What follows belongs to an exercise in optimizing a design on an open flow for small area; a production flow would make more cautious choices. RTL that was checked went through simulation tests only; none was proved equivalent to the original. Power figures rest on the tool's default switching activity, not on a simulated workload.

## main_module
module main_module(
    input clk,
    input rst,
    input DIP,
    output [15:0] ROM_Address,
    input  [7:0]  ROM_Data,
    output VGA_VSync,
    output VGA_HSync,
    output [1:0] VGA_R,
    output [1:0] VGA_G,
    output [1:0] VGA_B
    );
==> flow/config.mk <==
export PLATFORM = sky130hd
export DESIGN_NAME = main_module
export DESIGN_NICKNAME = main_module
export VERILOG_FILES = /design/flow/design.v
export SDC_FILE = /design/flow/constraint.sdc
export NUM_CORES = 4
export LEC_CHECK = 0
export ABC_AREA = 0
export CAP_MARGIN = 20
export CORE_MARGIN = 2
export CORE_UTILIZATION = 40
export PLACE_DENSITY = 0.6
export SLEW_MARGIN = 20
==> flow/constraint.sdc <==
create_clock -name core_clock -period 14.0 [get_ports {clk}]
set_input_delay 2.8000 -clock core_clock [delete_from_list [all_inputs] [get_ports {clk}]]
set_output_delay 2.8000 -clock core_clock [all_outputs]
set_load 0.01 [all_outputs]
standard.sh (not shown) runs the stock make flow with config.mk's settings and CLKGATE_MAP_FILE= SYNTH_SCRIPT=/design/flow/synth_recipe.tcl, a recipe that flattens the netlist after the stock synthesis.
==> flow/flow/run.sh <==
#!/bin/bash
# Standard synthesis, then an area re-mapping of its combinational logic (registers,
# full adders and tie cells untouched; the smallest of a few ABC scripts is kept) and
# a full-adder polarity pass, then the standard layout with the smallest buffer on the
# ports and a lean clock tree.
set -euo pipefail
export BUFFER_PORTS_ARGS="-buffer_cell sky130_fd_sc_hd__buf_1"
export CTS_ARGS="-sink_clustering_enable -repair_clock_nets -buf_list sky130_fd_sc_hd__clkbuf_8 -dont_use_dummy_load"
bash standard.sh synth > synth.log 2>&1
R=$(pwd)/orfs/results/sky130hd/main_module/base
LIB=$FLOW_HOME/platforms/sky130hd/lib/sky130_fd_sc_hd__tt_025C_1v80.lib
YOSYS=$(command -v yosys || echo $FLOW_HOME/../tools/install/yosys/bin/yosys)
DU=""
for c in $(sed -n '/DONT_USE_CELLS/,/^#/p' $FLOW_HOME/platforms/sky130hd/config.mk | grep -o 'sky130_fd_sc_hd__[a-z0-9_]*'); do DU="$DU -dont_use $c"; done
cp $R/1_2_yosys.v std_netlist.v
R2="balance;rewrite;refactor;balance;rewrite;rewrite,-z;balance;refactor,-z;rewrite,-z;balance"
SCRIPTS=("+strash;dc2;dch,-f;amap;topo" "+strash;dch,-f;amap;topo" "+strash;dc2;dch,-f;amap;strash;dch,-f;amap;topo" "+strash;$R2;dch,-f;amap;topo" "+strash;ifraig;dc2;dch,-f;amap;topo" "+strash;dc2;$R2;dc2;dch,-f;amap;topo")
best=""; besta=1e30
for i in "${!SCRIPTS[@]}"; do
  sed -e "s#@LIB@#$LIB#g" -e "s#@IN@#std_netlist.v#" -e "s#@OUT@#remapped_$i.v#" -e "s#@DONTUSE@#$DU#" \
      -e "s#@SCRIPT@#${SCRIPTS[$i]}#" -e "s#@STAT@#post_stat_$i.log#" flow/post.ys > post_run_$i.ys
  if $YOSYS -s post_run_$i.ys > post_yosys_$i.log 2>&1; then
    a=$(grep "Chip area" post_stat_$i.log | awk '{print $NF}')
    echo "script $i area $a" >> post_select.log
    if python3 -c "import sys; sys.exit(0 if float('$a') < float('$besta') else 1)"; then besta=$a; best=$i; fi
  fi
done
echo "kept script $best area $besta" >> post_select.log
python3 flow/polar.py remapped_$best.v polar.v > polar.log 2>&1
cp polar.v $R/1_2_yosys.v
rm -f $R/1_synth.odb
bash standard.sh > standard.log 2>&1
Other scripts of this flow, unchanged in this note and not shown: flow/flow/polar.py, flow/flow/post.ys
Edit:
--- a/flow/design.v
+++ b/flow/design.v
@@ -35,17 +35,16 @@
     reg [1:0] ph;
     always @(posedge clk)
         if (rst) ph <= 0; else ph <= ph + 1'b1;
     wire ce = ph[1] & ph[0];
     reg sel;
     always @(posedge clk) sel <= DIP;
     reg [10:0] H, V;
     reg VS;
-    reg f1, f2, m1, m2, rflag;
     wire hw = sel ? (H == 11'd1054) : (H == 11'd798);           
     wire vw = sel ? (hw ? (V == 11'd626) : (V == 11'd627))
                   : (hw ? (V == 11'd522) : (V == 11'd523));     
     wire [11:0] hc;
     wire [11:0] vc;
     wire [10:0] hi, vi;
     assign hc[0] = ce;
     assign vc[0] = ce & hw;
@@ -71,16 +70,17 @@
     wire hs_l = m1 ? (ge11(H, 11'd840) & ~ge11(H, 11'd968)) : (ge11(H, 11'd656) & ~ge11(H, 11'd752));
     assign VGA_HSync = ~hs_l;
     assign VGA_VSync = VS;
     wire [10:0] X = {1'b0, H[9:0]};
     wire [10:0] Y = {1'b0, V[9:0]};
     wire winx = sel ? (ge11(X, 11'd288) & ~ge11(X, 11'd512)) : (ge11(X, 11'd208) & ~ge11(X, 11'd432));
     wire winy = sel ? (ge11(Y, 11'd188) & ~ge11(Y, 11'd412)) : (ge11(Y, 11'd128) & ~ge11(Y, 11'd352));
     wire win = ~H[10] & ~V[10] & winx & winy;
+    reg f1, f2, m1, m2, rflag;
     always @(posedge clk) begin
         rflag <= rst;
         f2 <= f1; m2 <= m1;
         if (rst) begin
             f1 <= 0;
         end else if (ce) begin
             f1 <= win; m1 <= sel;
         end
Result: The changed run finished clean; clock skew does not change; die area stays the same; final area is unchanged; power stays the same; non-clock buffer count does not change; critical path depth stays the same; via count stays the same; setup slack stays the same; utilization does not change; routed wire length is unchanged; worst hold slack stays the same; register-to-register slack barely changes; sequential share of layout area stays the same.

========
Another version of the RTL of main_module (not shown whole).
Size: ~35 I/O pins, about 0.0050 sq mm of cells after synthesis.
clock: 14.0 ns
lec_check: 0
abc_area: 0
cap_margin: 20
core_margin: 2
core_utilization: 40
place_density: 0.6
slew_margin: 20
==> flow/flow/run.sh <==
#!/bin/bash
# Standard synthesis, then an area re-mapping of its combinational logic (registers
# untouched) and an adder polarity pass, then the standard layout with the smallest
# buffer on the ports and a lean clock tree.
set -euo pipefail
export BUFFER_PORTS_ARGS="-buffer_cell sky130_fd_sc_hd__buf_1"
export CTS_ARGS="-sink_clustering_enable -repair_clock_nets -buf_list sky130_fd_sc_hd__clkbuf_8 -dont_use_dummy_load"
bash standard.sh synth > synth.log 2>&1
R=$(pwd)/orfs/results/sky130hd/main_module/base
LIB=$FLOW_HOME/platforms/sky130hd/lib/sky130_fd_sc_hd__tt_025C_1v80.lib
YOSYS=$(command -v yosys || echo $FLOW_HOME/../tools/install/yosys/bin/yosys)
DU=""
for c in $(sed -n '/DONT_USE_CELLS/,/^#/p' $FLOW_HOME/platforms/sky130hd/config.mk | grep -o 'sky130_fd_sc_hd__[a-z0-9_]*'); do DU="$DU -dont_use $c"; done
cp $R/1_2_yosys.v std_netlist.v
sed -e "s#@LIB@#$LIB#g" -e "s#@IN@#std_netlist.v#" -e "s#@OUT@#remapped.v#" -e "s#@DONTUSE@#$DU#" flow/post.ys > post_run.ys
$YOSYS -s post_run.ys > post_yosys.log 2>&1
python3 flow/polar.py remapped.v polar.v > polar.log 2>&1
cp polar.v $R/1_2_yosys.v
rm -f $R/1_synth.odb
bash standard.sh > standard.log 2>&1
Other scripts of this flow, unchanged in this note and not shown: flow/flow/polar.py, flow/flow/post.ys
Then changed:
--- a/flow/design.v
+++ b/flow/design.v
@@ -30,60 +30,62 @@
             for (i = 0; i < 11; i = i + 1)
                 c = k[i] ? (x[i] & c) : (x[i] | c);
             ge11 = c;
         end
     endfunction
     reg [1:0] ph;
     always @(posedge clk)
         if (rst) ph <= 0; else ph <= ph + 1'b1;
     wire ce = ph[1] & ph[0];
     reg sel;
     always @(posedge clk) sel <= DIP;
     reg [10:0] H, V;
-    reg VS;
+    reg HS, VS, HVO, VVO;
     wire hw = sel ? (H == 11'd1054) : (H == 11'd798);           
     wire vw = sel ? (hw ? (V == 11'd626) : (V == 11'd627))
                   : (hw ? (V == 11'd522) : (V == 11'd523));     
     wire [11:0] hc;
     wire [11:0] vc;
     wire [10:0] hi, vi;
     assign hc[0] = ce;
     assign vc[0] = ce & hw;
     genvar gi;
     generate for (gi = 0; gi < 11; gi = gi + 1) begin : cnt
         assign hi[gi] = H[gi] ^ hc[gi];
         assign hc[gi+1] = H[gi] & hc[gi];
         assign vi[gi] = V[gi] ^ vc[gi];
         assign vc[gi+1] = V[gi] & vc[gi];
     end endgenerate
     wire hclr = rst | (ce & hw);
     wire vclr = rst | (ce & vw);
+    wire hs_n = sel ? (ge11(H, 11'd839) & ~ge11(H, 11'd967)) : (ge11(H, 11'd655) & ~ge11(H, 11'd751));
     wire vs_n = sel ? (ge11(V, 11'd600) & ~ge11(V, 11'd604)) : (ge11(V, 11'd490) & ~ge11(V, 11'd492));
+    wire hvo_n = sel ? ~ge11(H, 11'd799) : ~ge11(H, 11'd639);
+    wire vvo_n = sel ? ~ge11(V, 11'd599) : ~ge11(V, 11'd479);
     always @(posedge clk) begin
         H <= hclr ? 11'd0 : hi;
         V <= vclr ? 11'd0 : vi;
         if (rst) begin
-            VS <= 1;
+            HS <= 1; VS <= 1; HVO <= 1; VVO <= 1;
         end else if (ce) begin
-            VS <= ~vs_n;
+            HS <= ~hs_n; VS <= ~vs_n; HVO <= hvo_n; VVO <= vvo_n;
         end
     end
-    wire hs_l = m1 ? (ge11(H, 11'd840) & ~ge11(H, 11'd968)) : (ge11(H, 11'd656) & ~ge11(H, 11'd752));
-    assign VGA_HSync = ~hs_l;
+    assign VGA_HSync = HS;
     assign VGA_VSync = VS;
     wire [10:0] X = {1'b0, H[9:0]};
     wire [10:0] Y = {1'b0, V[9:0]};
     wire winx = sel ? (ge11(X, 11'd288) & ~ge11(X, 11'd512)) : (ge11(X, 11'd208) & ~ge11(X, 11'd432));
     wire winy = sel ? (ge11(Y, 11'd188) & ~ge11(Y, 11'd412)) : (ge11(Y, 11'd128) & ~ge11(Y, 11'd352));
-    wire win = ~H[10] & ~V[10] & winx & winy;
+    wire win = HVO & VVO & winx & winy;
     reg f1, f2, m1, m2, rflag;
     always @(posedge clk) begin
         rflag <= rst;
         f2 <= f1; m2 <= m1;
         if (rst) begin
             f1 <= 0;
         end else if (ce) begin
             f1 <= win; m1 <= sel;
         end
     end
     wire p0s = ~ph[1] & ~ph[0];
     wire f = p0s ? f2 : f1;
@@ -114,39 +116,39 @@
     rca #(10) u_e0 (.a({p0, 2'b00}), .b(~{d0[8], d0}), .ci(1'b1), .s(e0));
     wire [9:0] e2f = {e2, u2[1] ^ u2[0], u2[0]};
     wire [10:0] Sx;
     rca #(11) u_sx (.a({1'b0, e0}), .b(~{1'b0, e2f}), .ci(1'b1), .s(Sx));
     wire [9:0] ya = {1'b0, u0};
     wire [9:0] yb2 = {u1, 1'b0};
     wire [9:0] yc = {1'b0, u2};
     wire [9:0] ys_ = ya ^ yb2 ^ yc;
     wire [9:0] yc_ = (ya & yb2) | (ya & yc) | (yb2 & yc);
     wire [10:0] Su;
     rca #(11) u_sy (.a({1'b0, ys_}), .b({yc_, 1'b0}), .ci(1'b0), .s(Su));
     wire [10:0] Sy = {~Su[10], Su[9:0]};
-    wire [10:0] U;
-    rca #(11) u_m (.a({Sx[10], Sx[10:1]}), .b({Sy[10], Sy[10:1]}), .ci(Sx[0]), .s(U));
+    wire [11:0] M;
+    rca #(12) u_m (.a({Sx[10], Sx}), .b({Sy[10], Sy}), .ci(1'b0), .s(M));
     wire nx = Sx[10], ny = Sy[10];
     wire inx = (Sx[10:4] == 7'b1110000) & (~Sx[3] | (Sx[2:0] == 3'd0));
     wire iny = (Sy[10:4] == 7'b1110000) & (~Sy[3] | (Sy[2:0] == 3'd0));
     wire [8:0] P = ny ? Sx[8:0] : Sy[8:0];
     wire [3:0] r1;
     rca #(4) u_r1 (.a({1'b0, P[2:0]}), .b({1'b0, P[8:6]}), .ci(1'b0), .s(r1));
     wire [4:0] D;                       
     rca #(5) u_dd (.a({1'b0, r1}), .b(~{2'b00, P[5:3]}), .ci(1'b1), .s(D));
-    wire mge742 = U[10] ? ge11({1'b0, U[9:0]}, 11'h28D) : 1'b1;    
-    wire mge734 = U[10] ? ge11({1'b0, U[9:0]}, 11'h291) : 1'b1;    
+    wire mge742 = M[11] ? ge11(M[10:0], 11'h51A) : 1'b1;
+    wire mge734 = M[11] ? ge11(M[10:0], 11'h522) : 1'b1;
     reg tok;
     always @(*) begin
-        case ({U[1:0], D})
+        case ({M[2:1], D})
             {2'd0, 5'd25}: tok = 1;
             {2'd0, 5'd26}: tok = 1;
             {2'd0, 5'd27}: tok = 1;
             {2'd0, 5'd28}: tok = 1;
             {2'd0, 5'd29}: tok = 1;
             {2'd0, 5'd30}: tok = 0;
             {2'd0, 5'd31}: tok = 0;
             {2'd0, 5'd0}: tok = 1;
             {2'd0, 5'd1}: tok = 1;
             {2'd0, 5'd2}: tok = 1;
             {2'd0, 5'd3}: tok = 1;
             {2'd0, 5'd4}: tok = 1;
Worst setup slack gains 42 ps. Register-to-register slack gains 40 ps. Via count goes up by a few percent. Worst hold slack loses 9.3 ps. Total power hardly moves.
Function not checked in the first run of this note: the RTL went through the layout flow alone.

[afterwards: timing with drivers on the ports]
How much do the figures lean on ideal ports? The routed layouts below were timed once more, with nothing changed but the port constraints. Step 1: set_driving_cell puts a clkbuf_16 on clk and a buf_2 on each other input, an assumption about the parent block. Step 2, shift: input delay + t, output delay - t, t = (earliest + latest rising clock arrival at the registers) / 2. This alone moves slack from input paths to output paths. Slacks: ideal / step 1 / step 2; pairs: ideal / step 1.
run | t (ns) | slack for setup (ns) | clock arrival spread, ns | worst register clock-pin slew, ns | worst slew at a driven data input, ns
the first run of note 1 | 0.380 | 3.601 / 3.614 / 3.234 | 0.031 / 0.031 | 0.08 / 0.08 | 0.03
the second run of note 1 | 0.380 | 3.601 / 3.614 / 3.234 | 0.031 / 0.031 | 0.08 / 0.08 | 0.03
the first run of note 2 | 0.379 | 3.174 / 3.180 / 2.802 | 0.007 / 0.007 | 0.07 / 0.07 | 0.03
the second run of note 2 | 0.385 | 3.216 / 3.231 / 2.846 | 0.017 / 0.017 | 0.08 / 0.08 | 0.04
After both steps every run listed still meets setup and hold. For the first run of note 2, which loses most, drivers alone change the setup slack by +0.006 ns; drivers and shift together by -0.372 ns.
